This is an optimization exercise on Yosys and OpenROAD, whose aim is small area and a short achievable clock period, not a production implementation. Where RTL was checked, it was by simulation tests only, not by an equivalence proof against the original. For run 7, only the layout was checked, not whether the RTL still works. Power and IR drop assume default switching activity.

**flow/flow/run.sh**
```bash
#!/bin/bash
# The standard layout, with plain buffers (not delay cells) on the ports and
# a clock tree with fewer, more loaded sink buffers and no dummy loads.
set -euo pipefail
bash standard.sh \
  BUFFER_PORTS_ARGS="-buffer_cell sky130_fd_sc_hd__buf_1" \
  CTS_ARGS="-sink_clustering_enable -repair_clock_nets -buf_list sky130_fd_sc_hd__clkbuf_8 -dont_use_dummy_load" \
  finish > make_finish.log 2>&1
```
**flow/standard.sh**
```bash
#!/bin/bash
# synth_recipe.tcl (not shown) runs the flow's synth.tcl, then flattens the netlist and writes it again
# the make line also repeats each setting of config.mk as NAME=value (left out here)
make -C /OpenROAD-flow-scripts/flow DESIGN_CONFIG=/design/flow/config.mk WORK_HOME=/design/flow/orfs CLKGATE_MAP_FILE= SYNTH_SCRIPT=/design/flow/synth_recipe.tcl "${@:-finish}"
```
**flow/config.mk**
```make
export PLATFORM = sky130hd
export DESIGN_NAME = fir_retimed
export DESIGN_NICKNAME = fir_retimed
export VERILOG_FILES = /design/flow/design.v
export SDC_FILE = /design/flow/constraint.sdc
export NUM_CORES = 4
export LEC_CHECK = 0
export ABC_AREA = 1
export CAP_MARGIN = 0
export CORE_MARGIN = 2
export CORE_UTILIZATION = 50
export CTS_BUF_LIST = sky130_fd_sc_hd__clkbuf_8
export SETUP_SLACK_MARGIN = 2.4
export SLEW_MARGIN = 0
```
**flow/constraint.sdc**
```tcl
create_clock -name core_clock -period 4.5 [get_ports {clk}]
set_input_delay 0.9000 -clock core_clock [delete_from_list [all_inputs] [get_ports {clk}]]
set_output_delay 0.9000 -clock core_clock [all_outputs]
set_load 0.01 [all_outputs]
```
**flow/design.v**
```verilog
module fir_retimed #(
    parameter N_TAPS = 4,
    parameter DATA_WIDTH = 18,
    parameter COEFF_WIDTH = 18
) (
    input clk,
    input reset_n,
    input ena,
    input signed [DATA_WIDTH-1:0] data_in,
    output signed [(DATA_WIDTH + COEFF_WIDTH + 2)-1:0] data_out
);
    localparam KIND = 5;
    reg signed [17:0] x0, x1;
    reg signed [18:0] u;
    reg signed [20:0] s2;
    reg signed [21:0] s1;
    reg signed [21:0] s;
    reg signed [23:0] z;
    wire [18:0] u_next;
    wire [20:0] s2_next;
    wire [21:0] s1_next;
    wire [21:0] s_next;
    wire [23:0] z_next;
    pfx_add #(.W(19), .KIND(KIND)) add_u (
        .a({x0[17], x0}), .b({x1[17], x1}), .ci(1'b0), .s(u_next));
    pfx_add #(.W(21), .KIND(KIND)) add_s2 (
        .a({u, 2'b00}), .b(~{{3{x1[17]}}, x1}), .ci(1'b1), .s(s2_next));
    pfx_add #(.W(21), .KIND(KIND)) add_s1 (
        .a({s2[20], s2[20:1]}), .b({{3{x1[17]}}, x1}), .ci(1'b0), .s(s1_next[21:1]));
    assign s1_next[0] = s2[0];
    pfx_add #(.W(22), .KIND(KIND)) add_s (
        .a(s1), .b({{4{x1[17]}}, x1}), .ci(1'b0), .s(s_next));
    pfx_add #(.W(22), .KIND(KIND)) add_z (
        .a({s[21], s[21], s[21:2]}), .b(s), .ci(1'b0), .s(z_next[23:2]));
    assign z_next[1:0] = s[1:0];
    always @(posedge clk or negedge reset_n) begin
        if (!reset_n) begin
            x0 <= 18'd0;
            x1 <= 18'd0;
            u  <= 19'd0;
            s2 <= 21'd0;
            s1 <= 22'd0;
            s  <= 22'd0;
            z  <= 24'd0;
        end else if (ena) begin
            x0 <= data_in;
            x1 <= x0;
            u  <= u_next;
            s2 <= s2_next;
            s1 <= s1_next;
            s  <= s_next;
            z  <= z_next;
        end
    end
    assign data_out = {{13{z[23]}}, z, 1'b0};
endmodule
module pfx_add #(parameter W = 22, parameter KIND = 0) (
    input  [W-1:0] a,
    input  [W-1:0] b,
    input          ci,
    output [W-1:0] s
);
    reg [W-1:0] g, p, p0, gp2, pp2;
    integer i, l, j;
    always @* begin
        p0 = a ^ b;
        g  = a & b;
        p  = p0;
        g[0] = g[0] | (p[0] & ci);
        if (KIND == 0) begin
            for (l = 1; (1 << l) <= 2*W; l = l + 1)
                for (j = (1 << l) - 1; j < W; j = j + (1 << l)) begin
                    g[j] = g[j] | (p[j] & g[j - (1 << (l-1))]);
                    p[j] = p[j] & p[j - (1 << (l-1))];
                end
            for (l = 12; l > 0; l = l - 1)
                for (j = (1 << l) + (1 << (l-1)) - 1; j < W; j = j + (1 << l)) begin
                    g[j] = g[j] | (p[j] & g[j - (1 << (l-1))]);
                    p[j] = p[j] & p[j - (1 << (l-1))];
                end
        end else if (KIND == 1) begin
            for (l = 0; (1 << l) < W; l = l + 1)
                for (i = W - 1; i >= 0; i = i - 1)
                    if ((i >> l) & 1) begin
                        j = ((i >> l) << l) - 1;
                        g[i] = g[i] | (p[i] & g[j]);
                        p[i] = p[i] & p[j];
                    end
        end else if (KIND == 4 || KIND == 5) begin
            gp2 = g; pp2 = p;
            for (i = 2; i < W; i = i + 2) begin
                gp2[i] = g[i] | (p[i] & g[i-1]);
                pp2[i] = p[i] & p[i-1];
            end
            for (l = 0; (1 << l) < W; l = l + 1)
                for (i = W - 1; i >= 0; i = i - 1)
                    if ((i >> l) & 1) begin
                        j = ((i >> l) << l) - 1;
                        if (KIND == 5 && i == 1) begin
                            g[1] = g[1] | ((p[1] & a[0]) & b[0]) | ((p[1] & p0[0]) & ci);
                            p[1] = p[1] & p[0];
                        end else if (j == i - 1 && j > 0 && ((i >> (l+1)) == 0)) begin
                            g[i] = gp2[i] | (pp2[i] & g[i-2]);
                            p[i] = pp2[i] & p[i-2];
                        end else begin
                            g[i] = g[i] | (p[i] & g[j]);
                            p[i] = p[i] & p[j];
                        end
                    end
        end else if (KIND == 2) begin
            for (l = 0; (1 << l) < W; l = l + 1)
                for (i = W - 1; i >= (1 << l); i = i - 1) begin
                    g[i] = g[i] | (p[i] & g[i - (1 << l)]);
                    p[i] = p[i] & p[i - (1 << l)];
                end
        end else begin
            for (i = 1; i < W; i = i + 1)
                g[i] = g[i] | (p[i] & g[i-1]);
        end
    end
    assign s = p0 ^ {g[W-2:0], ci};
endmodule
```
==> results of run 1 <==
## timing repair
| action | 4_1_cts | 5_1_grt |
|---|---|---|
| buffers inserted | 0 | 5 |
| gates resized for setup | 2 | 32 |
| hold buffers | 0 | 0 |
| endpoints found under the hold margin | 0 | 0 |
| endpoints found under the setup margin | 15 | 45 |
| pin swaps | 0 | 1 |
## registers in the layout (all words and copies together), names as in the netlist
| name | cells |
|---|---|
| s | 22 |
| s1 | 22 |
| s2 | 21 |
| u | 19 |
| x0 | 18 |
| x1 | 18 |
| z | 24 |
## synthesized netlist by cell type
master / instances
nand2_1: 463
or2_2: 1
conb_1: 1
clkbuf_1: 30
a21o_1: 6
nor3_1: 10
nand3_2: 1
o21bai_1: 15
or2_1: 1
ha_1: 99
inv_2: 1
nand2_2: 24
a32o_1: 1
nand2_4: 4
buf_2: 1
nor2_1: 37
dfrtp_1: 144
a21oi_2: 3
xnor2_1: 42
inv_1: 133
xor2_1: 12
nand3b_1: 2
o21ai_0: 78
nor3b_1: 1
buf_4: 14
o21ai_1: 17
a21oi_1: 74
nand3_1: 73
## worst max-delay path: cells and delay by family (launching register included)
| kind | cells | cell delay, ns |
|---|---|---|
| adders and majority gates | 1 | 0.36 |
| AOI/OAI and AO/OA | 3 | 0.60 |
| and+or+nand+nor | 5 | 0.45 |
| buffers and inverters | 1 | 0.09 |
| DFF | 1 | 0.44 |
## cell families after synthesis
logic type	share of synthesized area
AOI/OAI and AO/OA	0.108
buffers and inverters	0.0755
adders and majority gates	0.129
and+or+nand+nor	0.263
DFF	0.375
other	0.000390
xor gates and xnor gates	0.0492
## layer usage
layer / track usage / up-vias / part of all wire
met2: 0.316 / 76 / 0.45
met1: 0.254 / 3256 / 0.52
met3: 0.0406 / 9 / 0.025
met4: 0.0417 / 0 / 0.0072
met5: 0 / - / 0
li1: - / 4212 / -
## per-stage QoR
step                worst slack, ns  hold slack [ns]
floorplan                      2.72            0.446
global placement               1.97            0.455
detailed placement             1.94            0.457
CTS                            2.37            0.478
global route                   2.26            0.495
finish                         2.45            0.474
## worst max path at each step
stage | startpoint | end | slack, ns | cells past startpoint
5_1_grt | x1[13] | s2[20] | 2.26 | 11
6_report | x1[13] | s2[20] | 2.45 | 10
3_3_place_gp | ena | u[13] | 1.97 | 6
4_1_cts | x1[9] | s2[20] | 2.37 | 11
3_5_place_dp | ena | u[13] | 1.94 | 6
2_1_floorplan | x1[17] | s2[20] | 2.72 | 8
## where the power goes
| group | internal (W) | leakage (nW) | switching [W] | total, W |
|---|---|---|---|---|
| Sequential | 0.00176 | 1.74 | 0.000327 | 0.00208 |
| Clock | 0.000333 | 0.122 | 0.000414 | 0.000747 |
| Combinational | 0.00146 | 3.69 | 0.00199 | 0.00345 |
| Total | 0.00355 | 5.55 | 0.00273 | 0.00627 |
## cell usage in the layout (no fill, tap or decap), types with 10 or more instances in the layout
cell type	netlist	layout
a21oi_1	74	67
a21oi_2	3	10
buf_1	0	55
buf_4	14	10
clkbuf_8	0	17
dfrtp_1	144	132
dfrtp_2	0	12
ha_1	99	94
inv_1	133	132
nand2_1	463	463
nand2_2	24	24
nand3_1	73	71
nor2_1	37	37
nor3_1	10	10
o21ai_0	78	75
o21ai_1	17	19
o21bai_1	15	15
xnor2_1	42	42
xor2_1	12	12
## cell type report
cell class	count	area share
repair buffers	69	0.0316
flip-flops and latches	144	0.349
multi-input cells	965	0.520
well taps	234	0.0282
clock buffers	17	0.0225
inverters	134	0.0489
==> results.toml, run 1 <==
[worst_setup_path]
timing.rr.start = "x1[13]"
reg2reg_slack_ns = 2.45
endpoint_kind = "flop"
critPathMaxFanout = 5
rr_worst_depth = 10
crit_arrival_ns = 2.37
cp.required_ns = 4.82
crit_chain = "inv_1, ha_1, a21oi_2, o21ai_0, a21oi_2, nand2_2, nand2_1, nand3_1, nand3_1, nand2_1"
cp_slowest_cell = "dfrtp_2"
reg2reg_to = "s2[20]"
slowest_delay_ns = 0.44
setup.worst_path.start_class = "flop"
path_class = "flop to flop"

[placement]
port_buffers = 57
place_area_mm2 = 0.00998
place.gp.congestion = 0.807
dpl.cell_count = 1541
dp_hpwl_mm = 12.6

[floorplanning]
die-area_mm2 = 0.0204
fp.dieH_um = 143
rows = 50
die_x_um = 143
ioPinCount = 59
start_util = 0.512
core_mm2 = 0.0188

[routing]
num_vias = 7553
drt_iter0_drc = 328
drtPass1Iterations = 5
final_antenna_net_count = 0
route.detailed.drc = 0
totalWireLength_mm = 17.9
drt-vias-per-instance = 4.83
wl_per_cell_um = 11.4

[clock_network]
cts_tree = "done"
h-tree-depth = 4
clkLatencyLatePin_ns = 0.45
clockBufferDepth = 2
cts-root-buf = "clkbuf_8"
numCtsBuffers = 17
cts.clk_slew.worst_paths_ns = 0.08
numClockSinks = 144

[timing]
finalCritPeriodShare = 0.455
clock_skew_ns = 0.0269
final-hold-violation-count = 0
max_freq_mhz = 488
tns_ns = 0
worst_pin_slew_ns = 0.922
relSlewSlack = 0.385
period_minus_slack_ns = 2.05
setup_viol = 0
rsz0062_at_grt = "true"
slew_violations = 0

[yosys]
yosysTopAreaCell = "dfrtp_1"
syn_nets = 1408
syn_inst = 1288
synth_seq_cells = 144
synth_area_per_cell_um2 = 7.47
synth.distinct_cells = 28
yosysTopAreaCellShare = 0.375
ys_warn_count = 4
netlist_area_mm2 = 0.00962
synth-seq-area-share = 0.375
synth_area_leaders = "dfrtp_1 37%, nand2_1 18%, ha_1 13%"

[final_layout]
regArea_mm2 = 0.00362
utilization = 0.553
synthToLayoutAreaGrowth_pct = 7.92
fin_cells = 1563
multi_input_area_mm2 = 0.00540
nFillCells = 1825
antenna_cells = 0
nets = 1451
drive_gt1_frac = 0.0700
final_cell_area_mm2 = 0.0104

[power_and_ir_drop]
peakVddDrop_uv = 241
p_leak_nw = 5.55
powerDensity_mw_per_mm2 = 605
power_w = 0.00627

[global_route]
grt_pass1_vias = 7096
grt_remaining_overflow = 0
antenna_found_initial = 0
grt_usage = 0.189
grt_max_degree = 103
grt_pass1_wl_mm = 31.6

[worst_hold_path]
hp-class = "flop to flop"
min_from = "z[0]"
min_to = "z[0]"
hold_depth = 2

[flow_run]
maxCapViolations = 0

[status]
status = "no timing/DRC/antenna violations"
==> run 2: changes to the inputs <==
--- a/flow/config.mk
+++ b/flow/config.mk
@@ -8,7 +8,8 @@
 export ABC_AREA = 1
 export CAP_MARGIN = 0
 export CORE_MARGIN = 2
-export CORE_UTILIZATION = 50
+export CORE_UTILIZATION = 40
 export CTS_BUF_LIST = sky130_fd_sc_hd__clkbuf_8
+export GPL_TIMING_DRIVEN = 0
 export SETUP_SLACK_MARGIN = 2.4
 export SLEW_MARGIN = 0
==> run 2 against run 1 <==
Cell area grew 4.9%. Die area grew 24%. Sequential share of layout area shrank 1.6 points. Power grew 3.9%. Core utilization shrank 9.0 points. Clock power grew 2.8%. Worst hold slack lost 0.023 ns. Clock skew shrank 0.0024 ns. Critical path depth shrank 7.
==> results.toml, run 2 <==
[global_route]
grt_pass1_wl_mm = 36.7
grt_use_met1 = 0.240
antenna_found_initial = 0
grt_remaining_overflow = 0
grt_usage = 0.178
grt_max_degree = 43
grtUsageMet2 = 0.300
grt_busiest_layer = "met2"
use_met3 = 0.0247
grt_pass1_vias = 7677

[yosys]
ys.flop_type = "dfrtp_1"
ys_warn_count = 4
synth-seq-area-share = 0.375
yosysTopAreaCellShare = 0.375
synth_edf_count = 0
syn_inst = 1288
synthArstFlopShare = 1.00
netlist_area_mm2 = 0.00962
synth.distinct_cells = 28
synth_area_per_cell_um2 = 7.47
yosysTopAreaCell = "dfrtp_1"
syn_nets = 1408
synthTopCellsByCount = "463 x nand2_1, 144 x dfrtp_1, 133 x inv_1"
synth_most_common_cell = "nand2_1"
synth_seq_cells = 144
synth_area_leaders = "dfrtp_1 37%, nand2_1 18%, ha_1 13%"

[timing]
setup_viol = 0
setup_ws_ns = 2.38
finalCritPeriodShare = 0.472
max_freq_mhz = 471
relSlewSlack = 0.600
clock_skew_ns = 0.0245
rsz0062_at_grt = "true"
worst_pin_slew_ns = 0.600
slew_violations = 0
period_minus_slack_ns = 2.12
final-hold-violation-count = 0
whs_ns = 0.451

[placement]
port_buffers = 57
place_worst_setup_slack_ns = 1.76
dpl.cell_count = 1668
place_area_mm2 = 0.0103
dp_hpwl_mm = 16.7
place.gp.congestion = 0.833

[final_layout]
fin_cells = 1701
top_register = "z"
mostFrequentLayoutCells = "463 x nand2_1, 133 x inv_1, 132 x dfrtp_1, 98 x ha_1, 75 x o21ai_0"
nets = 1504
final_cell_area_mm2 = 0.0109
antenna_cells = 0
drive_gt1_frac = 0.0970
synthToLayoutAreaGrowth_pct = 13.2
final_common_cell = "nand2_1"
nFillCells = 2440
reg_top3 = "z x24, s1 x22, s x22"
largest_reg_flops = 24

[power_and_ir_drop]
peakVddDrop_uv = 240
p_leak_nw = 5.83
power_switching_w = 0.00283
p_sw_frac = 0.434
clockPowerShare = 0.118
comb_power_share = 0.564
p_int_w = 0.00369
power_frac_seq = 0.318
powerDensity_mw_per_mm2 = 599

[worst_setup_path]
critPathMaxFanout = 8
setup.worst_path.start_class = "flop"
endpoint_kind = "primary output"
crit_arrival_ns = 1.22
cp.required_ns = 3.60
path_class = "flop to primary output"

[clock_network]
cts_tree = "done"
numCtsBuffers = 17
clockBufferDepth = 2
numClockSinks = 144
cts-root-buf = "clkbuf_8"
clkLatencyLatePin_ns = 0.46
h-tree-depth = 4
cts.clk_slew.worst_paths_ns = 0.07

[flow_run]
maxCapViolations = 0

[routing]
wl_per_cell_um = 12.8
route.detailed.drc = 0
totalWireLength_mm = 21.7
drt-vias-per-instance = 4.66
drt_iter0_drc = 322
drtPass1Iterations = 4
num_vias = 7925
final_antenna_net_count = 0

[floorplanning]
die-area_mm2 = 0.0253
fp.dieH_um = 159
rows = 56
ioPinCount = 59
die_x_um = 159
start_util = 0.408
core_mm2 = 0.0235

[worst_hold_path]
hp-class = "input port to asynchronous set/reset pin"

[status]
status = "no timing/DRC/antenna violations"
==> run 2: cell count changes in the layout (fill, tap and decap cells not counted), sizes merged <==
cell | previous run | this run
clkbuf | 19 | 47
buf | 67 | 92
==> run 2: per-layer routing <==
layer	vias up	routed length (µm)
met4	0	281
li1	4307	-
met3	16	728
met2	92	10100
met5	-	0
met1	3510	10600
==> run 2: kinds of logic after synthesis <==
| group | after synthesis | share of synthesized area |
|---|---|---|
| AO/OA/AOI/OAI | 194 | 0.108 |
| XOR/XNOR | 54 | 0.0492 |
| adder cells (fa/ha/maj) | 99 | 0.129 |
| buffers and inverters | 179 | 0.0755 |
| flip-flops | 144 | 0.375 |
| other | 1 | 0.000390 |
| AND/OR/NAND/NOR | 617 | 0.263 |
==> run 2: metrics by stage <==
| step | TNS [ns] | power [W] | util |
|---|---|---|---|
| floorplan | 0 | 0.00489 | - |
| detailed placement | 0 | 0.00559 | 0.438 |
| CTS | 0 | 0.00646 | 0.452 |
| global placement | -588.04 | 0.00552 | 0.435 |
| global route | 0 | 0.00726 | 0.463 |
| finish | 0 | 0.00652 | 0.463 |
==> run 2: cell type report <==
cell class	instances	area, µm²	area share
Tap cell	319	399	0.0367
Timing Repair Buffer	77	520	0.0478
Multi-Input combinational cell	965	5340	0.490
Sequential cell	144	3620	0.332
Inverter	134	503	0.0462
Buffer	45	278	0.0255
Clock buffer	17	234	0.0215
==> run 2: path summary, 6_finish.rpt <==
kind	startpoint	to	slack, ns	cells past startpoint
hold / removal	reset_n	x0[2]	0.45	1
max in group asynchronous	reset_n	s[15]	2.99	4
hold reg to reg	z[0]	z[0]	0.47	2
min in group core_clock	z[0]	z[0]	0.47	2
setup reg to reg	x1[12]	s2[20]	2.53	11
setup / recovery	z[23]	data_out[33]	2.38	3
==> run 2: repair_timing <==
| action | CTS | global route |
|---|---|---|
| setup endpoints to repair | 63 | 52 |
| setup buffers | 3 | 13 |
| hold buffers | 0 | 0 |
| resized for setup | 28 | 63 |
==> run 2: worst max-delay path, cell delays in order, from the launching register on <==
cell and delay [ns]:
dfrtp_2 0.41, buf_6 0.14, buf_4 0.13, buf_6 0.11
==> run 2: power groups by stage <==
stage               Clock (W)  Combinational, W  Sequential, W
finish               0.000768           0.00368        0.00207
global route         0.000853           0.00428        0.00213
CTS                  0.000801           0.00358        0.00208
detailed placement          0           0.00349        0.00211
global placement            0           0.00343        0.00210
floorplan                   0           0.00282        0.00207
==> run 3: changes to the inputs <==
--- a/flow/config.mk
+++ b/flow/config.mk
@@ -10,6 +10,6 @@
 export CORE_MARGIN = 2
 export CORE_UTILIZATION = 40
 export CTS_BUF_LIST = sky130_fd_sc_hd__clkbuf_8
-export GPL_TIMING_DRIVEN = 0
+export PLACE_DENSITY_LB_ADDON = 0.2
 export SETUP_SLACK_MARGIN = 2.4
 export SLEW_MARGIN = 0
==> run 3 against run 2 <==
Largest power group unchanged. First-iteration DRC count shrank 11%. Critical endpoint is now data_out[37]. Core utilization shrank 1.8 points. Largest cell class unchanged. Maximum frequency increased by 7.8%. Still clean. Sequential cell count unchanged. Power down 3.5%. Clock-buffer cell count unchanged.
==> results.toml, run 3 <==
[floorplanning]
ioPinCount = 59
fp.dieH_um = 159
rows = 56
die-area_mm2 = 0.0253
die_x_um = 159
start_util = 0.408
core_mm2 = 0.0235

[final_layout]
nets = 1453
multi_input_area_mm2 = 0.00534
top_register = "z"
nFillCells = 2464
regArea_mm2 = 0.00361
reg_top3 = "z x24, s1 x22, s x22"
mostFrequentLayoutCells = "462 x nand2_1, 136 x dfrtp_1, 133 x inv_1, 98 x ha_1, 74 x o21ai_0"
largest_reg_flops = 24
final_cell_area_mm2 = 0.0105
antenna_cells = 0
drive_gt1_frac = 0.0631
synthToLayoutAreaGrowth_pct = 8.73
final_common_cell = "nand2_1"
utilization = 0.444

[yosys]
synth_edf_count = 0
synth-seq-area-share = 0.375
synth_compound_area_frac = 0.108
ys_warn_count = 4
synth_top_family_by_area = "simple AND/OR/NAND/NOR gates"
syn_nets = 1408
synthArstFlopShare = 1.00
synth_area_per_cell_um2 = 7.47
synth_most_common_cell = "nand2_1"
synth_seq_cells = 144
synth.distinct_cells = 28
synth_xor_area_frac = 0.0492
synth_area_leaders = "dfrtp_1 37%, nand2_1 18%, ha_1 13%"
synth_adder_area_share = 0.129
synth_simple_gate_area_frac = 0.263
ys.flop_type = "dfrtp_1"
synthTopCellsByCount = "463 x nand2_1, 144 x dfrtp_1, 133 x inv_1"
netlist_area_mm2 = 0.00962
yosysTopAreaCell = "dfrtp_1"
muxShareOfSynthArea = 0
yosysTopAreaCellShare = 0.375
syn_inst = 1288

[worst_setup_path]
cp.required_ns = 3.60
crit_arrival_ns = 1.07
cp_num_buf_inv = 1
critPathMaxFanout = 15
reg2reg_slack_ns = 2.54
endpoint_kind = "primary output"
slowest_delay_ns = 0.47
path_class = "flop to primary output"
setup.worst_path.start_class = "flop"
cp_slowest_cell = "dfrtp_2"
cp_top_family = "flip-flops"
crit_chain = "buf_1"

[clock_network]
cts.clk_slew.worst_paths_ns = 0.08
numCtsBuffers = 17
h-tree-depth = 4
cts_tree = "done"
numClockSinks = 144
clkLatencyLatePin_ns = 0.45
clockBufferDepth = 2
cts-root-buf = "clkbuf_8"

[global_route]
grt_usage = 0.150
grt_remaining_overflow = 0
grt_max_degree = 121
grt_pass1_vias = 7259
antenna_found_initial = 0
grt_pass1_wl_mm = 32.2

[routing]
drtPass1Iterations = 5
totalWireLength_mm = 18.4
wl_per_cell_um = 11.1
route.detailed.drc = 0
drt_iter0_drc = 287
num_vias = 7578
drt-vias-per-instance = 4.59
final_antenna_net_count = 0

[placement]
port_buffers = 57
place_area_mm2 = 0.0101
dp_hpwl_mm = 13.1
place.gp.congestion = 0.767

[power_and_ir_drop]
p_leak_nw = 5.58
power_switching_w = 0.00275
p_int_w = 0.00354
power_frac_seq = 0.330
powerDensity_mw_per_mm2 = 602
p_sw_frac = 0.437
clockPowerShare = 0.121
peakVddDrop_uv = 192
power_w = 0.00629
comb_power_share = 0.549

[timing]
rsz0062_at_grt = "true"
max_freq_mhz = 507
relSlewSlack = 0.442
tns_ns = 0
slew_violations = 0
final-hold-violation-count = 0
period_minus_slack_ns = 1.97
setup_viol = 0
finalCritPeriodShare = 0.438
whs_ns = 0.474
clock_skew_ns = 0.0276
worst_pin_slew_ns = 0.837

[status]
status = "no timing/DRC/antenna violations"

[flow_run]
maxCapViolations = 0

[worst_hold_path]
hp-class = "flop to flop"
run 3: cell counts after synthesis:
No cell type changed its count.
run 3: power by group through the flow:
stage	logic [W]	registers [W]	clock network (W)
detailed placement	0.00341	0.00210	0
floorplan	0.00282	0.00207	0
finish	0.00346	0.00207	0.000761
global placement	0.00335	0.00210	0
CTS	0.00343	0.00208	0.000801
global route	0.00407	0.00214	0.000851
run 3: final timing paths:
check                              from            to  cells past startpoint
max in group asynchronous       reset_n         s[14]                      2
worst min register to register     z[2]          z[2]                      2
worst min-delay path               z[2]          z[2]                      2
worst max-delay path              z[23]  data_out[37]                      1
worst max register to register    x1[7]        s1[15]                     12
min in group asynchronous       reset_n          u[2]                      1
run 3: layer usage:
metal	global-route usage	routed length, µm
met1	0.212	9900
met2	0.239	7830
met3	0.0287	503
met4	0.0372	140
met5	0	0
run 3: through the flow:
step,setup slack (ns),cells
finish,2.53,1650
detailed placement,1.66,1623
floorplan,2.72,1288
CTS,2.35,1640
global route,2.35,1650
global placement,1.69,1623
run 3: final cells by class:
class / instances / area share
repair buffers: 71 / 0.0337
clock buffers: 17 / 0.0224
well taps: 319 / 0.0382
flip-flops and latches: 144 / 0.346
multi-input cells: 965 / 0.511
inverters: 134 / 0.0493
run 3: logic make-up (layout without fill, tap and decap cells):
logic type / Yosys count / in the layout
XOR/XNOR: 54 / 54
other: 1 / 1
buffers and inverters: 179 / 222
AO/OA/AOI/OAI: 194 / 194
adder cells (fa/ha/maj): 99 / 99
AND/OR/NAND/NOR: 617 / 617
flip-flops: 144 / 144
run 3: timing repair:
| action | 4_1_cts | 5_1_grt |
|---|---|---|
| resized for setup | 5 | 23 |
| setup buffers | 0 | 10 |
| hold buffers | 0 | 0 |
| setup endpoints to repair | 91 | 79 |
| cloned | 0 | 0 |
==> run 4: changes to the inputs <==
--- a/flow/config.mk
+++ b/flow/config.mk
@@ -10,6 +10,6 @@
 export CORE_MARGIN = 2
 export CORE_UTILIZATION = 40
 export CTS_BUF_LIST = sky130_fd_sc_hd__clkbuf_8
-export PLACE_DENSITY_LB_ADDON = 0.2
+export PLACE_DENSITY_LB_ADDON = 0.1
 export SETUP_SLACK_MARGIN = 2.4
 export SLEW_MARGIN = 0
==> run 4 against run 3 <==
Critical path depth rose by 1. Worst setup slack worse by 0.072 ns. Highest routed layer unchanged. Sequential power barely moved. Clock power up 0.7%. Via count decreased by 1.6%. Global-route usage up 0.38 points. Clock skew up 0.0029 ns. Clock-buffer cell count is the same. Cell count up 0.18%. Non-clock buffer count grew 3.
==> results.toml, run 4 <==
[placement]
place.gp.congestion = 0.755
dp_hpwl_mm = 12.9
port_buffers = 57

[yosys]
synth_seq_cells = 144
netlist_area_mm2 = 0.00962
synthArstFlopShare = 1.00
yosysTopAreaCell = "dfrtp_1"
syn_nets = 1408
synth_edf_count = 0
synth-seq-area-share = 0.375
synth.distinct_cells = 28
ys_warn_count = 4
syn_inst = 1288
synth_most_common_cell = "nand2_1"
synth_area_per_cell_um2 = 7.47
yosysTopAreaCellShare = 0.375
synthTopCellsByCount = "463 x nand2_1, 144 x dfrtp_1, 133 x inv_1"
synth_area_leaders = "dfrtp_1 37%, nand2_1 18%, ha_1 13%"
ys.flop_type = "dfrtp_1"

[worst_setup_path]
path_class = "flop to primary output"
crit_chain = "buf_4, buf_1"
critPathMaxFanout = 8
crit_arrival_ns = 1.14
cp_top_family = "flip-flops"
slowest_delay_ns = 0.40
cp.required_ns = 3.60
setup.worst_path.start_class = "flop"
cp_slowest_cell = "dfrtp_2"
endpoint_kind = "primary output"
cp_num_buf_inv = 2

[clock_network]
clkLatencyLatePin_ns = 0.46
hold_buffers = 0
numClockSinks = 144
cts_tree = "done"
numCtsBuffers = 17
h-tree-depth = 4
cts-root-buf = "clkbuf_8"
cts.clk_slew.worst_paths_ns = 0.08
clockBufferDepth = 2

[routing]
num_vias = 7460
route.detailed.drc = 0
totalWireLength_mm = 18.4
final_antenna_net_count = 0
drt_iter0_drc = 241
drtPass1Iterations = 4
wl_per_cell_um = 11.1
drt-vias-per-instance = 4.51

[flow_run]
maxCapViolations = 0

[final_layout]
multi_input_area_mm2 = 0.00532
drive_gt1_frac = 0.0645
antenna_cells = 0
final_common_cell = "nand2_1"
regArea_mm2 = 0.00361
top_register = "z"
nFillCells = 2541
synthToLayoutAreaGrowth_pct = 9.16
mostFrequentLayoutCells = "462 x nand2_1, 135 x dfrtp_1, 133 x inv_1, 99 x ha_1, 74 x o21ai_0"
largest_reg_flops = 24
reg_top3 = "z x24, s1 x22, s x22"
nets = 1456

[power_and_ir_drop]
powerDensity_mw_per_mm2 = 598
power_switching_w = 0.00274
p_sw_frac = 0.436
p_int_w = 0.00354
p_leak_nw = 5.61
clockPowerShare = 0.122
peakVddDrop_uv = 190
comb_power_share = 0.550
power_frac_seq = 0.328

[floorplanning]
rows = 56
core_mm2 = 0.0235
start_util = 0.408
die_x_um = 159
fp.dieH_um = 159
die-area_mm2 = 0.0253
ioPinCount = 59

[timing]
final-hold-violation-count = 0
whs_ns = 0.476
finalCritPeriodShare = 0.454
clock_skew_ns = 0.0305
tns_ns = 0
worst_pin_slew_ns = 0.773
setup_viol = 0
relSlewSlack = 0.484
slew_violations = 0
period_minus_slack_ns = 2.04
rsz0062_at_grt = "true"
max_freq_mhz = 489

[global_route]
grt_usage = 0.154
grt_pass1_vias = 7224
grt_pass1_wl_mm = 32.9
grt_max_degree = 109
antenna_found_initial = 0
grt_remaining_overflow = 0

[status]
status = "no timing/DRC/antenna violations"

[worst_hold_path]
hp-class = "flop to flop"
[run 4: cell counts after synthesis]
Identical to the previous run, type by type.
[run 4: timing repair]
| item | CTS | global route |
|---|---|---|
| pin swaps | 0 | 1 |
| endpoints found under the setup margin | 78 | 90 |
| gates resized for setup | 5 | 26 |
| buffers inserted | 0 | 14 |
[run 4: path summary, 6_finish.rpt]
| check | start | to | slack, ns | cells after the start |
|---|---|---|---|---|
| worst max-delay path | z[23] | data_out[28] | 2.46 | 2 |
| max in group asynchronous | reset_n | s[15] | 3.01 | 2 |
| worst min-delay path | z[1] | z[1] | 0.48 | 2 |
| min in group asynchronous | reset_n | x1[5] | 0.54 | 1 |
| worst max register to register | x1[13] | s2[20] | 2.48 | 10 |
| worst min register to register | z[1] | z[1] | 0.48 | 2 |
[run 4: worst register-to-register path: cells and delay by family (launching register included)]
family	cells	cell delay, ns
AND/OR/NAND/NOR	5	0.44
buffers and inverters	1	0.11
adder cells (fa/ha/maj)	1	0.37
AO/OA/AOI/OAI	3	0.55
flip-flops	1	0.45
[run 4: final cells by class]
class / instances / area share
flip-flops and latches: 144 / 0.344
clock buffers: 17 / 0.0223
well taps: 319 / 0.0380
multi-input cells: 965 / 0.507
repair buffers: 74 / 0.0384
inverters: 134 / 0.0504
[run 4: power by group through the flow]
stage / Sequential, W / Combinational, W / Clock (W)
finish: 0.00206 / 0.00345 / 0.000766
CTS: 0.00208 / 0.00342 / 0.000813
floorplan: 0.00207 / 0.00282 / 0
global placement: 0.00210 / 0.00337 / 0
detailed placement: 0.00210 / 0.00341 / 0
global route: 0.00213 / 0.00407 / 0.000859
[run 4: kinds of logic after synthesis]
logic type | after synthesis | synth area share
AND/OR/NAND/NOR | 617 | 0.263
AO/OA/AOI/OAI | 194 | 0.108
buffers and inverters | 179 | 0.0755
flip-flops | 144 | 0.375
adder cells (fa/ha/maj) | 99 | 0.129
XOR/XNOR | 54 | 0.0492
other | 1 | 0.000390
[run 4: through the flow]
step                worst slack (ns)  std cells  power [W]  area, µm²   util
floorplan                       2.72       1288    0.00489       9620      -
global placement                1.83       1622    0.00547      10100  0.428
detailed placement              1.80       1622    0.00551      10100  0.428
CTS                             2.38       1639    0.00632      10300  0.438
global route                    2.32       1653    0.00706      10500  0.446
finish                          2.46       1653    0.00628      10500  0.446
[run 4: routing by layer]
| metal | track usage | vias to the layer above | part of all wire |
|---|---|---|---|
| met3 | 0.0247 | 17 | 0.022 |
| met2 | 0.247 | 72 | 0.42 |
| met1 | 0.214 | 3176 | 0.54 |
| met5 | 0 | - | 0 |
| li1 | - | 4195 | - |
| met4 | 0.0471 | 0 | 0.013 |
==> run 5: changes to the inputs <==
--- a/flow/config.mk
+++ b/flow/config.mk
@@ -10,6 +10,5 @@
 export CORE_MARGIN = 2
 export CORE_UTILIZATION = 40
 export CTS_BUF_LIST = sky130_fd_sc_hd__clkbuf_8
-export PLACE_DENSITY_LB_ADDON = 0.1
 export SETUP_SLACK_MARGIN = 2.4
 export SLEW_MARGIN = 0
==> run 5 against run 4 <==
Clock power shrank 0.9%. Cell count shrank 0.42%. Sequential share of layout area grew 0.20 points. Global-route usage shrank 0.30 points. Critical endpoint is now data_out[27].
==> results.toml, run 5 <==
[floorplanning]
fp.dieH_um = 159
die_x_um = 159
die-area_mm2 = 0.0253
ioPinCount = 59
core_mm2 = 0.0235
rows = 56
start_util = 0.408

[worst_setup_path]
crit_chain = "buf_4, clkbuf_2"
path_class = "flop to primary output"
cp.required_ns = 3.60
crit_arrival_ns = 1.14
timing.rr.start = "x1[17]"
reg2reg_to = "s2[20]"
setup.worst_path.start_class = "flop"
cp_slowest_cell = "dfrtp_2"
rr_worst_depth = 8
endpoint_kind = "primary output"
reg2reg_slack_ns = 2.56
startpoint = "z[23]"
slowest_delay_ns = 0.40
critPathMaxFanout = 7

[global_route]
grt_pass1_vias = 7217
grt_busiest_layer = "met2"
use_met3 = 0.0313
antenna_found_initial = 0
grtUsageMet2 = 0.242
grt_remaining_overflow = 0
grt_pass1_wl_mm = 32.5
grt_usage = 0.151
grt_max_degree = 95
grt_use_met1 = 0.209

[timing]
clock_skew_ns = 0.0291
setup_viol = 0
worst_pin_slew_ns = 0.626
rsz0062_at_grt = "true"
period_minus_slack_ns = 2.04
final-hold-violation-count = 0
tns_ns = 0
max_freq_mhz = 491
relSlewSlack = 0.583
slew_violations = 0
finalCritPeriodShare = 0.452

[routing]
wl_per_cell_um = 11.1
drtPass1Iterations = 5
totalWireLength_mm = 18.2
drt_iter0_drc = 280
num_vias = 7576
drt-vias-per-instance = 4.60
route.detailed.drc = 0
final_antenna_net_count = 0

[placement]
port_buffers = 57
place.gp.congestion = 0.763
dp_hpwl_mm = 13.1

[yosys]
synthArstFlopShare = 1.00
netlist_area_mm2 = 0.00962
ys_warn_count = 4
yosysTopAreaCellShare = 0.375
synth_edf_count = 0
synth_area_per_cell_um2 = 7.47
synth_seq_cells = 144
synth_area_leaders = "dfrtp_1 37%, nand2_1 18%, ha_1 13%"
synth_adder_area_share = 0.129
synth_simple_gate_area_frac = 0.263
synth.distinct_cells = 28
syn_nets = 1408
synth_most_common_cell = "nand2_1"
ys.flop_type = "dfrtp_1"
synth_xor_area_frac = 0.0492
syn_inst = 1288
synth-seq-area-share = 0.375
muxShareOfSynthArea = 0
synthTopCellsByCount = "463 x nand2_1, 144 x dfrtp_1, 133 x inv_1"
yosysTopAreaCell = "dfrtp_1"
synth_compound_area_frac = 0.108
synth_top_family_by_area = "simple AND/OR/NAND/NOR gates"

[final_layout]
largest_reg_flops = 24
top_register = "z"
drive_gt1_frac = 0.0671
synthToLayoutAreaGrowth_pct = 8.63
mostFrequentLayoutCells = "463 x nand2_1, 133 x inv_1, 132 x dfrtp_1, 97 x ha_1, 74 x o21ai_0"
antenna_cells = 0
nets = 1449
utilization = 0.444
final_common_cell = "nand2_1"
reg_top3 = "z x24, s1 x22, s x22"
nFillCells = 2467

[clock_network]
clkLatencyLatePin_ns = 0.45
cts-root-buf = "clkbuf_8"
clockBufferDepth = 2
cts_tree = "done"
numCtsBuffers = 17
cts.clk_slew.worst_paths_ns = 0.08
h-tree-depth = 4
numClockSinks = 144

[power_and_ir_drop]
power_frac_seq = 0.331
comb_power_share = 0.548
peakVddDrop_uv = 245
powerDensity_mw_per_mm2 = 601
power_switching_w = 0.00274
clockPowerShare = 0.121
p_sw_frac = 0.437
p_int_w = 0.00354
p_leak_nw = 5.58

[status]
status = "no timing/DRC/antenna violations"

[worst_hold_path]
hp-class = "input port to asynchronous set/reset pin"

[flow_run]
maxCapViolations = 0
==> run 5: logic make-up after synthesis <==
| group | Yosys count |
|---|---|
| xor gates and xnor gates | 54 |
| buffers and inverters | 179 |
| AOI/OAI and AO/OA | 194 |
| DFF | 144 |
| and+or+nand+nor | 617 |
| other | 1 |
| adders and majority gates | 99 |
==> run 5: metrics by stage <==
stage / power [W] / hold slack, ns / std cells / setup slack, ns / instance area [µm²]
global route: 0.00703 / 0.469 / 1646 / 2.38 / 10400
CTS: 0.00630 / 0.459 / 1641 / 2.41 / 10300
finish: 0.00628 / 0.465 / 1646 / 2.46 / 10400
floorplan: 0.00489 / 0.446 / 1288 / 2.72 / 9620
detailed placement: 0.00550 / 0.458 / 1624 / 1.63 / 10100
global placement: 0.00544 / 0.458 / 1624 / 1.66 / 10100
==> run 5: power by group through the flow <==
stage	Clock, W	Combinational, W	Sequential [W]
floorplan	0	0.00282	0.00207
global placement	0	0.00334	0.00211
detailed placement	0	0.00340	0.00210
CTS	0.000794	0.00342	0.00209
global route	0.000846	0.00403	0.00215
finish	0.000759	0.00344	0.00208
==> run 5: worst max path at each step <==
stage,to,slack (ns),cells after the start
2_1_floorplan,s2[20],2.72,8
3_3_place_gp,z[7],1.66,4
3_5_place_dp,s[4],1.63,4
4_1_cts,s1[9],2.41,4
5_1_grt,s2[20],2.38,8
6_report,data_out[27],2.46,2
==> run 5: critical path: cells and delay by family, from the launching register on <==
kind     cells  cell delay (ns)
buf+inv      2             0.28
flops        1             0.40
==> run 5: metal layers <==
metal	wire (µm)	vias to the layer above	share of wire
met5	0	-	0
met4	168	0	0.0092
met3	424	12	0.023
met2	7870	67	0.43
met1	9760	3296	0.54
li1	-	4201	-
==> run 5: repair_timing <==
| item | CTS | global route |
|---|---|---|
| endpoints found under the hold margin | 0 | 0 |
| setup endpoints to repair | 80 | 60 |
| setup buffers | 0 | 5 |
| hold buffers | 0 | 0 |
| resized for setup | 5 | 34 |
==> run 5: cell type report <==
| class | count | area (µm²) | area share |
|---|---|---|---|
| multi-input combinational | 965 | 5340 | 0.511 |
| sequential | 144 | 3620 | 0.346 |
| inverter | 134 | 519 | 0.0497 |
| tap | 319 | 399 | 0.0382 |
| timing repair buffer | 67 | 333 | 0.0319 |
| clock buffer | 17 | 234 | 0.0224 |
==> run 6: changes to the inputs <==
--- a/flow/config.mk
+++ b/flow/config.mk
@@ -10,5 +10,6 @@
 export CORE_MARGIN = 2
 export CORE_UTILIZATION = 40
 export CTS_BUF_LIST = sky130_fd_sc_hd__clkbuf_8
+export PLACE_DENSITY_LB_ADDON = 0.35
 export SETUP_SLACK_MARGIN = 2.4
 export SLEW_MARGIN = 0
==> run 6 against run 5 <==
Cell area is 0.12% lower. Sequential cell count stayed put. Critical path type unchanged. Worst hold slack better by 0.0042 ns. Sequential power hardly changed. Clock power hardly changed. Power is 0.32% lower. Die area stayed put. Routed wire length is 0.17% higher. Global-route usage is 0.34 points lower. Clock-buffer cell count stayed put. Largest power group unchanged.
==> results.toml, run 6 <==
[status]
status = "no timing/DRC/antenna violations"

[floorplanning]
fp.dieH_um = 159
rows = 56
start_util = 0.408
die-area_mm2 = 0.0253
core_mm2 = 0.0235
ioPinCount = 59
die_x_um = 159

[yosys]
synth-seq-area-share = 0.375
yosysTopAreaCellShare = 0.375
synth_seq_cells = 144
synth_edf_count = 0
synth_area_leaders = "dfrtp_1 37%, nand2_1 18%, ha_1 13%"
yosysTopAreaCell = "dfrtp_1"
synth.distinct_cells = 28
synthTopCellsByCount = "463 x nand2_1, 144 x dfrtp_1, 133 x inv_1"
syn_nets = 1408
synthArstFlopShare = 1.00
netlist_area_mm2 = 0.00962
syn_inst = 1288
synth_most_common_cell = "nand2_1"
ys.flop_type = "dfrtp_1"
synth_area_per_cell_um2 = 7.47
ys_warn_count = 4

[timing]
rsz0062_at_grt = "true"
worst_pin_slew_ns = 1.05
max_freq_mhz = 491
setup_viol = 0
slew_violations = 0
period_minus_slack_ns = 2.04
relSlewSlack = 0.301
final-hold-violation-count = 0
finalCritPeriodShare = 0.453
clock_skew_ns = 0.0277
whs_ns = 0.469
tns_ns = 0

[worst_setup_path]
startpoint = "z[23]"
crit_arrival_ns = 1.14
setup.worst_path.start_class = "flop"
critPathMaxFanout = 8
endpoint_kind = "primary output"
cp.required_ns = 3.60
cp_slowest_cell = "dfrtp_2"
timing.rr.start = "x1[13]"
slowest_delay_ns = 0.40
path_class = "flop to primary output"
crit_chain = "buf_4, buf_1"
rr_worst_depth = 10
crit_end = "data_out[37]"
reg2reg_slack_ns = 2.54
reg2reg_to = "s2[20]"

[clock_network]
numCtsBuffers = 17
h-tree-depth = 4
cts-root-buf = "clkbuf_8"
cts.clk_slew.worst_paths_ns = 0.08
numClockSinks = 144
cts_tree = "done"
clkLatencyLatePin_ns = 0.45
clockBufferDepth = 2

[power_and_ir_drop]
powerDensity_mw_per_mm2 = 600
peakVddDrop_uv = 222
p_leak_nw = 5.56

[final_layout]
mostFrequentLayoutCells = "463 x nand2_1, 134 x dfrtp_1, 133 x inv_1, 97 x ha_1, 75 x o21ai_0"
reg_top3 = "z x24, s1 x22, s x22"
largest_reg_flops = 24
top_register = "z"
final_cell_area_mm2 = 0.0104
final_common_cell = "nand2_1"
antenna_cells = 0
fin_cells = 1646
nets = 1449
utilization = 0.443
nFillCells = 2392
synthToLayoutAreaGrowth_pct = 8.50
drive_gt1_frac = 0.0603

[global_route]
use_met3 = 0.0305
grtUsageMet2 = 0.242
grt_usage = 0.148
grt_use_met1 = 0.199
grt_pass1_wl_mm = 31.8
antenna_found_initial = 0
grt_remaining_overflow = 0
grt_busiest_layer = "met2"
grt_max_degree = 136
grt_pass1_vias = 7255

[flow_run]
maxCapViolations = 0

[placement]
place.gp.congestion = 0.817
dp_hpwl_mm = 12.6
dpl.cell_count = 1622
place_area_mm2 = 0.0101
port_buffers = 57

[routing]
drt-vias-per-instance = 4.66
route.detailed.drc = 0
wl_per_cell_um = 11.1
totalWireLength_mm = 18.3
drt_iter0_drc = 293
final_antenna_net_count = 0
drtPass1Iterations = 5
num_vias = 7673

[worst_hold_path]
hp-class = "flop to flop"
run 6: timing repair:
| action | in CTS | in global routing |
|---|---|---|
| gates cloned | 0 | 1 |
| hold buffers | 0 | 0 |
| buffers inserted | 0 | 6 |
| gates resized for setup | 5 | 22 |
| setup endpoints to repair | 97 | 90 |
| pin swaps | 0 | 0 |
run 6: area by class of cell:
cell class / count / area, µm² / share of cell area
Clock buffer: 17 / 234 / 0.0224
Inverter: 134 / 508 / 0.0487
Multi-Input combinational cell: 965 / 5330 / 0.510
Sequential cell: 144 / 3620 / 0.347
Tap cell: 319 / 399 / 0.0383
Timing Repair Buffer: 67 / 352 / 0.0337
run 6: worst max-delay path, delay by kind of cell, from the launching register on:
| kind | cells | cell delay (ns) |
|---|---|---|
| flip-flops | 1 | 0.40 |
| buffers and inverters | 2 | 0.29 |
run 6: cell families after synthesis:
group           share of synthesized area
fa+ha+maj                           0.129
simple gates                        0.263
flops                               0.375
other cells                      0.000390
buf+inv                            0.0755
xor+xnor                           0.0492
compound gates                      0.108
run 6: stage by stage:
step | total power (W) | setup slack (ns)
detailed placement | 0.00549 | 1.79
floorplan | 0.00489 | 2.72
global route | 0.00701 | 2.39
finish | 0.00626 | 2.46
CTS | 0.00628 | 2.40
global placement | 0.00542 | 1.84
run 6: worst min-delay path by stage:
stage          endpoint   from  slack, ns  cells after the start
5_1_grt           s1[6]  s1[6]       0.51                      2
2_1_floorplan     s1[1]  s1[1]       0.45                      2
3_5_place_dp       z[0]   z[0]       0.46                      2
3_3_place_gp       z[0]   z[0]       0.45                      2
6_report           z[0]   z[0]       0.47                      2
4_1_cts            z[0]   z[0]       0.48                      2
run 6: routing by layer:
metal / up-vias / part of all wire
met5: - / 0
met4: 0 / 0.0058
met3: 8 / 0.035
met2: 104 / 0.45
met1: 3376 / 0.51
li1: 4185 / -
run 6: where the power goes:
group	internal, W	switching, W
logic	0.00144	0.00200
registers	0.00175	0.000309
clock network	0.000333	0.000423
==> run 7: changes to the inputs <==
--- a/flow/design.v
+++ b/flow/design.v
@@ -16,6 +16,7 @@
     reg signed [21:0] s1;
     reg signed [21:0] s;
     reg signed [23:0] z;
+    reg zs;
     wire [18:0] u_next;
     wire [20:0] s2_next;
     wire [21:0] s1_next;
@@ -42,6 +43,7 @@
             s1 <= 22'd0;
             s  <= 22'd0;
             z  <= 24'd0;
+            zs <= 1'b0;
         end else if (ena) begin
             x0 <= data_in;
             x1 <= x0;
@@ -50,9 +52,10 @@
             s1 <= s1_next;
             s  <= s_next;
             z  <= z_next;
+            zs <= s[21];
         end
     end
-    assign data_out = {{13{z[23]}}, z, 1'b0};
+    assign data_out = {{7{zs}}, {6{z[23]}}, z, 1'b0};
 endmodule
 module pfx_add #(parameter W = 22, parameter KIND = 0) (
     input  [W-1:0] a,
--- a/flow/config.mk
+++ b/flow/config.mk
@@ -10,6 +10,5 @@
 export CORE_MARGIN = 2
 export CORE_UTILIZATION = 40
 export CTS_BUF_LIST = sky130_fd_sc_hd__clkbuf_8
-export PLACE_DENSITY_LB_ADDON = 0.35
 export SETUP_SLACK_MARGIN = 2.4
 export SLEW_MARGIN = 0
==> run 7 against run 6 <==
Worst hold slack improved by 0.0084 ns. Clock power hardly changed. Power increased by 1.4%. Still clean. Critical path depth is 4 higher. Sequential power rose by 2%. Maximum frequency increased by 1.6%. Non-clock buffer count up 3. Cell area increased by 0.55%. Synthesized cell count stayed put.
==> results.toml, run 7 <==
[status]
status = "no timing/DRC/antenna violations"

[global_route]
grt_use_met1 = 0.221
use_met3 = 0.0253
grt_pass1_vias = 7381
grt_pass1_wl_mm = 33.3
grt_remaining_overflow = 0
grt_busiest_layer = "met2"
grt_usage = 0.155
grtUsageMet2 = 0.242
antenna_found_initial = 0
grt_max_degree = 140

[routing]
num_vias = 7612
totalWireLength_mm = 18.4
wl_per_cell_um = 11.2
route.detailed.drc = 0
final_antenna_net_count = 0
drtPass1Iterations = 4
drt-vias-per-instance = 4.62
drt_iter0_drc = 309

[worst_setup_path]
setup.worst_path.start_class = "input port"
crit_arrival_ns = 2.34
critPathMaxFanout = 139
endpoint_kind = "flop"
slowest_delay_ns = 0.67
path_class = "input port to flop"
crit_chain = "clkbuf_4, bufinv_8, buf_4, a21oi_1, nand3_1, nand2_1"
cp_slowest_cell = "bufinv_8"
cp.required_ns = 4.83

[clock_network]
cts.clk_slew.worst_paths_ns = 0.07
clkLatencyLatePin_ns = 0.45
h-tree-depth = 4
cts_tree = "done"
hold_buffers = 0
numClockSinks = 145
cts-root-buf = "clkbuf_8"
numCtsBuffers = 17
clockBufferDepth = 2

[flow_run]
maxCapViolations = 0

[placement]
dpl.cell_count = 1625
place_area_mm2 = 0.0101
port_buffers = 57
place_worst_setup_slack_ns = 2.00
dp_hpwl_mm = 13.0
place.gp.congestion = 0.780

[final_layout]
reg_top3 = "z x24, s1 x22, s x22"
final_cell_area_mm2 = 0.0105
final_common_cell = "nand2_1"
nets = 1452
mostFrequentLayoutCells = "464 x nand2_1, 136 x dfrtp_1, 131 x inv_1, 95 x ha_1"
drive_gt1_frac = 0.0662
top_register = "z"
synthToLayoutAreaGrowth_pct = 8.54
nFillCells = 2454
largest_reg_flops = 24
regArea_mm2 = 0.00364
multi_input_area_mm2 = 0.00539
antenna_cells = 0
fin_cells = 1649
utilization = 0.444

[timing]
setup_ws_ns = 2.49
final-hold-violation-count = 0
clock_skew_ns = 0.0263
relSlewSlack = 0.279
period_minus_slack_ns = 2.01
finalCritPeriodShare = 0.446
slew_violations = 0
rsz0062_at_grt = "true"
tns_ns = 0
setup_viol = 0
max_freq_mhz = 499
worst_pin_slew_ns = 1.08

[floorplanning]
ioPinCount = 59
fp.dieH_um = 159
die_x_um = 159
die-area_mm2 = 0.0254
core_mm2 = 0.0236
rows = 56
start_util = 0.409

[yosys]
syn_nets = 1408
syn_inst = 1288
ys.flop_type = "dfrtp_1"
synthArstFlopShare = 1.00
synth_seq_cells = 145
yosysTopAreaCellShare = 0.375
synth.distinct_cells = 29
synth_most_common_cell = "nand2_1"
synth_area_per_cell_um2 = 7.50
synth-seq-area-share = 0.375
synth_area_leaders = "dfrtp_1 38%, nand2_1 18%, ha_1 13%"
netlist_area_mm2 = 0.00967
synthTopCellsByCount = "464 x nand2_1, 145 x dfrtp_1, 131 x inv_1"
yosysTopAreaCell = "dfrtp_1"
synth_edf_count = 0
ys_warn_count = 4

[power_and_ir_drop]
peakVddDrop_uv = 180
p_leak_nw = 5.59
powerDensity_mw_per_mm2 = 605

[worst_hold_path]
hp-class = "flop to flop"
[run 7: cell types whose count changed in the layout (fill, tap and decap cells not counted), sizes merged]
cell | before | now
buf | 64 | 68
nand2 | 491 | 494
nand3 | 74 | 76
bufinv | 0 | 1
inv | 134 | 131
o21ai | 95 | 93
a21oi | 77 | 76
xor2 | 12 | 13
dfrtp | 144 | 145
or2 | 2 | 1
clkbuf | 20 | 19
nor3 | 10 | 9
[run 7: metal layers]
metal | part of all wire | wire length, µm
met5 | 0 | 0
met4 | 0.015 | 267
met3 | 0.031 | 566
met2 | 0.42 | 7720
met1 | 0.54 | 9860
[run 7: power breakdown]
group          switching (W)  internal, W  total, W
logic                0.00201      0.00147   0.00349
clock network       0.000422     0.000333  0.000755
registers           0.000340      0.00177   0.00211
total                0.00277      0.00357   0.00635
[run 7: final timing paths]
path	cells past startpoint	endpoint	slack [ns]	from
setup reg to reg	8	s2[16]	2.55	x1[13]
min in group asynchronous	1	x1[3]	0.63	reset_n
hold / removal	2	z[0]	0.48	z[0]
setup / recovery	6	z[15]	2.49	ena
hold reg to reg	2	z[0]	0.48	z[0]
max in group asynchronous	2	x1[17]	2.83	reset_n
[run 7: through the flow]
stage / power, W / hold slack, ns
finish: 0.00635 / 0.478
global route: 0.00712 / 0.507
CTS: 0.00635 / 0.482
detailed placement: 0.00555 / 0.461
global placement: 0.00548 / 0.456
floorplan: 0.00492 / 0.446
[run 7: final cells by class]
cell class | instances | area share
well taps | 319 | 0.0380
multi-input cells | 966 | 0.514
clock buffers | 17 | 0.0223
flip-flops and latches | 145 | 0.347
repair buffers | 70 | 0.0304
inverters | 132 | 0.0485
[run 7: what timing repair did]
action                                  in CTS  in global routing
resized for setup                            3                 21
buffers inserted                             0                  7
endpoints found under the setup margin       1                 32
[run 7: worst max-delay path, delay by kind of cell]
family	cells	cell delay, ns
buffers and inverters	3	1.19
and+or+nand+nor	2	0.14
AOI/OAI and AO/OA	1	0.07
[run 7: logic make-up after synthesis]
| kind of cell | Yosys count | share of synthesized area |
|---|---|---|
| and+or+nand+nor | 620 | 0.265 |
| AOI/OAI and AO/OA | 191 | 0.106 |
| buffers and inverters | 177 | 0.0752 |
| DFF | 145 | 0.375 |
| adders and majority gates | 99 | 0.128 |
| xor gates and xnor gates | 55 | 0.0498 |
| other | 1 | 0.000388 |
==> run 8: changes to the inputs <==
--- a/flow/design.v
+++ b/flow/design.v
@@ -16,7 +16,6 @@
     reg signed [21:0] s1;
     reg signed [21:0] s;
     reg signed [23:0] z;
-    reg zs;
     wire [18:0] u_next;
     wire [20:0] s2_next;
     wire [21:0] s1_next;
@@ -43,7 +42,6 @@
             s1 <= 22'd0;
             s  <= 22'd0;
             z  <= 24'd0;
-            zs <= 1'b0;
         end else if (ena) begin
             x0 <= data_in;
             x1 <= x0;
@@ -52,10 +50,9 @@
             s1 <= s1_next;
             s  <= s_next;
             z  <= z_next;
-            zs <= s[21];
         end
     end
-    assign data_out = {{7{zs}}, {6{z[23]}}, z, 1'b0};
+    assign data_out = {{13{z[23]}}, z, 1'b0};
 endmodule
 module pfx_add #(parameter W = 22, parameter KIND = 0) (
     input  [W-1:0] a,
--- a/flow/flow/run.sh
+++ b/flow/flow/run.sh
@@ -1,6 +1,6 @@
 #!/bin/bash
 # The standard layout, with plain buffers (not delay cells) on the ports and
-# a clock tree with fewer, more loaded sink buffers and no dummy loads.
+# no dummy loads in the clock tree.
 set -euo pipefail
 bash standard.sh \
   BUFFER_PORTS_ARGS="-buffer_cell sky130_fd_sc_hd__buf_1" \
--- a/flow/config.mk
+++ b/flow/config.mk
@@ -10,5 +10,7 @@
 export CORE_MARGIN = 2
 export CORE_UTILIZATION = 40
 export CTS_BUF_LIST = sky130_fd_sc_hd__clkbuf_8
-export SETUP_SLACK_MARGIN = 2.4
+export PLACE_DENSITY_LB_ADDON = 0.2
+export SETUP_SLACK_MARGIN = 2.5
 export SLEW_MARGIN = 0
+export TNS_END_PERCENT = 20
==> run 8 against run 7 <==
Still clean. Worst hold slack got worse by 0.0038 ns. First-iteration DRC count fell by 3.6%. Synthesized area fell by 0.50%. Die area fell by 0.49%. Critical path depth fell by 4. Non-clock buffer count rose by 8. Via count rose by 0.78%. Power rose by 2.7%. Routed wire length rose by 1.5%. Core utilization rose by 1.3 points. Worst setup slack improved by 0.015 ns. Critical path type is now flop to primary output. Largest cell class unchanged. Largest power group unchanged.
==> results.toml, run 8 <==
[status]
status = "no timing/DRC/antenna violations"

[routing]
drt-vias-per-instance = 4.63
route.detailed.drc = 0
num_vias = 7671
totalWireLength_mm = 18.7
drtPass1Iterations = 4
drt_iter0_drc = 298
final_antenna_net_count = 0
wl_per_cell_um = 11.3

[placement]
port_buffers = 57
place_area_mm2 = 0.0101
dp_hpwl_mm = 13.1
place.gp.congestion = 0.767

[yosys]
ys_warn_count = 4
synth_top_family_by_area = "simple AND/OR/NAND/NOR gates"
syn_nets = 1408
yosysTopAreaCell = "dfrtp_1"
ys.flop_type = "dfrtp_1"
synth_simple_gate_area_frac = 0.263
synth_adder_area_share = 0.129
synthArstFlopShare = 1.00
syn_inst = 1288
synth_area_per_cell_um2 = 7.47
synth.distinct_cells = 28
netlist_area_mm2 = 0.00962
muxShareOfSynthArea = 0
synth_edf_count = 0
yosysTopAreaCellShare = 0.375
synth-seq-area-share = 0.375
synth_xor_area_frac = 0.0492
synthTopCellsByCount = "463 x nand2_1, 144 x dfrtp_1, 133 x inv_1"
synth_most_common_cell = "nand2_1"
synth_compound_area_frac = 0.108
synth_seq_cells = 144
synth_area_leaders = "dfrtp_1 37%, nand2_1 18%, ha_1 13%"

[floorplanning]
start_util = 0.408
ioPinCount = 59
fp.dieH_um = 159
die-area_mm2 = 0.0253
core_mm2 = 0.0235
rows = 56
die_x_um = 159

[final_layout]
mostFrequentLayoutCells = "460 x nand2_1, 132 x inv_1, 126 x dfrtp_1, 86 x ha_1, 74 x o21ai_0"
antenna_cells = 0
synthToLayoutAreaGrowth_pct = 12.1
final_common_cell = "nand2_1"
reg_top3 = "z x24, s1 x22, s x22"
top_register = "z"
largest_reg_flops = 24
final_cell_area_mm2 = 0.0108
drive_gt1_frac = 0.103
nets = 1460

[timing]
slew_violations = 0
worst_pin_slew_ns = 0.838
rsz0062_at_grt = "true"
setup_viol = 0
max_freq_mhz = 502
finalCritPeriodShare = 0.442
final-hold-violation-count = 0
relSlewSlack = 0.441
period_minus_slack_ns = 1.99
tns_ns = 0
clock_skew_ns = 0.0275

[clock_network]
cts_tree = "done"
clkLatencyLatePin_ns = 0.45
numCtsBuffers = 17
h-tree-depth = 4
cts.clk_slew.worst_paths_ns = 0.08
numClockSinks = 144
cts-root-buf = "clkbuf_8"
hold_buffers = 0
clockBufferDepth = 2

[power_and_ir_drop]
powerDensity_mw_per_mm2 = 605
power_w = 0.00652
p_leak_nw = 5.65
peakVddDrop_uv = 194

[global_route]
grt_usage = 0.150
grt_pass1_vias = 7265
grt_pass1_wl_mm = 32.3
grt_max_degree = 121
antenna_found_initial = 0
grt_remaining_overflow = 0

[worst_setup_path]
setup.worst_path.start_class = "flop"
timing.rr.start = "x1[7]"
crit_arrival_ns = 1.09
critPathMaxFanout = 8
startpoint = "z[23]"
endpoint_kind = "primary output"
cp.required_ns = 3.60
path_class = "flop to primary output"

[flow_run]
maxCapViolations = 0

[worst_hold_path]
hp-class = "flop to flop"
min_from = "z[2]"
run 8: metal layers:
layer | routed length (µm) | vias to the layer above | track usage
met5 | 0 | - | 0
met4 | 155 | 0 | 0.0372
met3 | 441 | 10 | 0.0287
met2 | 8050 | 74 | 0.239
met1 | 10000 | 3379 | 0.212
li1 | - | 4208 | -
run 8: path summary, 6_finish.rpt:
check	endpoint	slack, ns	cells after the start
worst min-delay path	z[2]	0.47	2
min in group asynchronous	u[2]	0.57	1
max in group asynchronous	s[14]	3.10	2
worst min register to register	z[2]	0.47	2
worst max register to register	s1[15]	2.54	12
worst max-delay path	data_out[34]	2.51	2
run 8: cells by family after synthesis:
group / after synthesis
AO/OA/AOI/OAI: 194
flip-flops: 144
AND/OR/NAND/NOR: 617
XOR/XNOR: 54
adder cells (fa/ha/maj): 99
other: 1
buffers and inverters: 179
run 8: what timing repair did:
item	in CTS	in global routing
endpoints found under the setup margin	94	99
pin swaps	0	5
resized for setup	13	73
buffers inserted	0	17
run 8: critical path: stages, from the launching register on:
cell      delay, ns
dfrtp_2        0.41
buf_6          0.13
clkbuf_2       0.12
run 8: area by class of cell:
class	instances	area, µm²
clock buffer	17	234
fill	2422	12800
tap	319	399
timing repair buffer	78	445
multi-input combinational	965	5540
inverter	134	529
sequential	144	3630
run 8: through the flow:
stage | worst slack [ns] | std cells | hold slack [ns] | util
2_1_floorplan | 2.72 | 1288 | 0.446 | -
3_3_place_gp | 1.69 | 1623 | 0.458 | 0.428
3_5_place_dp | 1.66 | 1623 | 0.461 | 0.428
4_1_cts | 2.48 | 1640 | 0.482 | 0.439
5_1_grt | 2.44 | 1657 | 0.509 | 0.458
6_report | 2.51 | 1657 | 0.474 | 0.458
run 8: power by group:
| group | internal, W | switching, W | leakage (nW) |
|---|---|---|---|
| Sequential | 0.00176 | 0.000339 | 1.74 |
| Combinational | 0.00159 | 0.00207 | 3.79 |
| Clock | 0.000333 | 0.000431 | 0.122 |
| Total | 0.00368 | 0.00284 | 5.65 |
==> run 9: changes to the inputs <==
--- a/flow/config.mk
+++ b/flow/config.mk
@@ -11,6 +11,6 @@
 export CORE_UTILIZATION = 40
 export CTS_BUF_LIST = sky130_fd_sc_hd__clkbuf_8
 export PLACE_DENSITY_LB_ADDON = 0.2
-export SETUP_SLACK_MARGIN = 2.5
+export SETUP_SLACK_MARGIN = 2.4
 export SLEW_MARGIN = 0
 export TNS_END_PERCENT = 20
==> run 9 against run 8 <==
Routed wire length decreased by 1.5%. Sequential share of layout area increased by 0.92 points. Cell count decreased by 0.30%. Die area unchanged. Global-route usage about the same. Power decreased by 3.9%. Clock power about the same. Critical endpoint is now data_out[37].
==> results.toml, run 9 <==
[status]
status = "no timing/DRC/antenna violations"

[yosys]
synth-seq-area-share = 0.375
synth_seq_cells = 144
synth_adder_area_share = 0.129
synth_xor_area_frac = 0.0492
synth_simple_gate_area_frac = 0.263
synth_area_per_cell_um2 = 7.47
synthTopCellsByCount = "463 x nand2_1, 144 x dfrtp_1, 133 x inv_1"
synth.distinct_cells = 28
ys_warn_count = 4
synth_top_family_by_area = "simple AND/OR/NAND/NOR gates"
netlist_area_mm2 = 0.00962
ys.flop_type = "dfrtp_1"
synth_most_common_cell = "nand2_1"
muxShareOfSynthArea = 0
synth_edf_count = 0
synth_area_leaders = "dfrtp_1 37%, nand2_1 18%, ha_1 13%"
synthArstFlopShare = 1.00
syn_nets = 1408
synth_compound_area_frac = 0.108
yosysTopAreaCellShare = 0.375
syn_inst = 1288
yosysTopAreaCell = "dfrtp_1"

[final_layout]
synthToLayoutAreaGrowth_pct = 8.63
mostFrequentLayoutCells = "463 x nand2_1, 138 x dfrtp_1, 133 x inv_1, 99 x ha_1, 76 x o21ai_0"
nets = 1455
reg_top3 = "z x24, s1 x22, s x22"
largest_reg_flops = 24
utilization = 0.444
drive_gt1_frac = 0.0600
top_register = "z"
final_common_cell = "nand2_1"
antenna_cells = 0

[clock_network]
h-tree-depth = 4
clockBufferDepth = 2
numCtsBuffers = 17
cts_tree = "done"
clkLatencyLatePin_ns = 0.45
cts-root-buf = "clkbuf_8"
numClockSinks = 144
hold_buffers = 0
cts.clk_slew.worst_paths_ns = 0.08

[worst_setup_path]
crit_chain = "buf_1"
path_class = "flop to primary output"
critPathMaxFanout = 15
endpoint_kind = "primary output"
cp_num_buf_inv = 1
cp_slowest_cell = "dfrtp_1"
cp.required_ns = 3.60
setup.worst_path.start_class = "flop"
cp_top_family = "flip-flops"
slowest_delay_ns = 0.54
crit_arrival_ns = 1.16

[power_and_ir_drop]
powerDensity_mw_per_mm2 = 600
p_leak_nw = 5.59
peakVddDrop_uv = 192
power_w = 0.00627

[floorplanning]
die_x_um = 159
ioPinCount = 59
rows = 56
die-area_mm2 = 0.0253
fp.dieH_um = 159
start_util = 0.408
core_mm2 = 0.0235

[global_route]
grt_max_degree = 121
antenna_found_initial = 0
grt_usage = 0.150
grt_pass1_wl_mm = 32.2
grt_remaining_overflow = 0
grt_pass1_vias = 7259

[flow_run]
maxCapViolations = 0

[routing]
drt_iter0_drc = 297
wl_per_cell_um = 11.1
drtPass1Iterations = 5
route.detailed.drc = 0
totalWireLength_mm = 18.4
final_antenna_net_count = 0
num_vias = 7605
drt-vias-per-instance = 4.60

[placement]
dp_hpwl_mm = 13.1
port_buffers = 57
place.gp.congestion = 0.767

[timing]
max_freq_mhz = 485
period_minus_slack_ns = 2.06
worst_pin_slew_ns = 0.832
rsz0062_at_grt = "true"
setup_viol = 0
final-hold-violation-count = 0
slew_violations = 0
relSlewSlack = 0.445
finalCritPeriodShare = 0.458
tns_ns = 0
clock_skew_ns = 0.0269

[worst_hold_path]
hp-class = "flop to flop"
[run 9: cell counts after synthesis]
No cell type changed its count.
[run 9: cell families (layout without fill, tap and decap cells)]
| kind of cell | after synthesis | count (layout) |
|---|---|---|
| adder cells (fa/ha/maj) | 99 | 99 |
| other | 1 | 1 |
| buffers and inverters | 179 | 224 |
| flip-flops | 144 | 144 |
| AO/OA/AOI/OAI | 194 | 194 |
| XOR/XNOR | 54 | 54 |
| AND/OR/NAND/NOR | 617 | 617 |
[run 9: worst paths after layout]
path / cells after the start / start / slack, ns / end
worst max-delay path: 1 / z[23] / 2.44 / data_out[37]
worst min-delay path: 2 / z[2] / 0.47 / z[2]
worst max register to register: 12 / x1[3] / 2.51 / s2[20]
worst min register to register: 2 / z[2] / 0.47 / z[2]
max in group asynchronous: 2 / reset_n / 3.10 / s[14]
min in group asynchronous: 1 / reset_n / 0.57 / u[2]
[run 9: through the flow]
| step | std cells | cell area (µm²) | hold slack, ns | setup WS (ns) |
|---|---|---|---|---|
| after floorplan | 1288 | 9620 | 0.446 | 2.72 |
| after global placement | 1623 | 10100 | 0.458 | 1.69 |
| after detailed placement | 1623 | 10100 | 0.461 | 1.66 |
| after CTS | 1640 | 10300 | 0.482 | 2.35 |
| after global routing | 1652 | 10400 | 0.509 | 2.30 |
| final | 1652 | 10400 | 0.474 | 2.44 |
[run 9: timing repair]
item / in CTS / in global routing
pin swaps: 0 / 0
setup endpoints to repair: 91 / 94
buffers inserted: 0 / 12
resized for setup: 2 / 16
[run 9: final cells by class]
cell class	instances	area [µm²]
fillers	2467	13100
multi-input cells	965	5310
flip-flops and latches	144	3610
inverters	134	515
well taps	319	399
repair buffers	73	380
clock buffers	17	234
[run 9: layer usage]
| metal | GRT usage | routed length (µm) | vias up |
|---|---|---|---|
| li1 | - | - | 4204 |
| met1 | 0.212 | 9990 | 3313 |
| met2 | 0.239 | 7820 | 83 |
| met3 | 0.0287 | 474 | 5 |
| met4 | 0.0372 | 125 | 0 |
| met5 | 0 | 0 | - |
[run 9: power by group]
| part | switching, W | total (W) | leakage, nW | internal (W) |
|---|---|---|---|---|
| sequential | 0.000317 | 0.00207 | 1.75 | 0.00175 |
| combinational | 0.00200 | 0.00343 | 3.72 | 0.00144 |
| clock | 0.000431 | 0.000764 | 0.122 | 0.000333 |

Setup slack of run 9, layout unchanged: 2.437 ns with ideal ports, 2.399 ns with driving cells assumed (clock clkbuf_16, inputs buf_2), 2.060 ns with port delays also shifted by the 0.471 ns mid clock arrival.
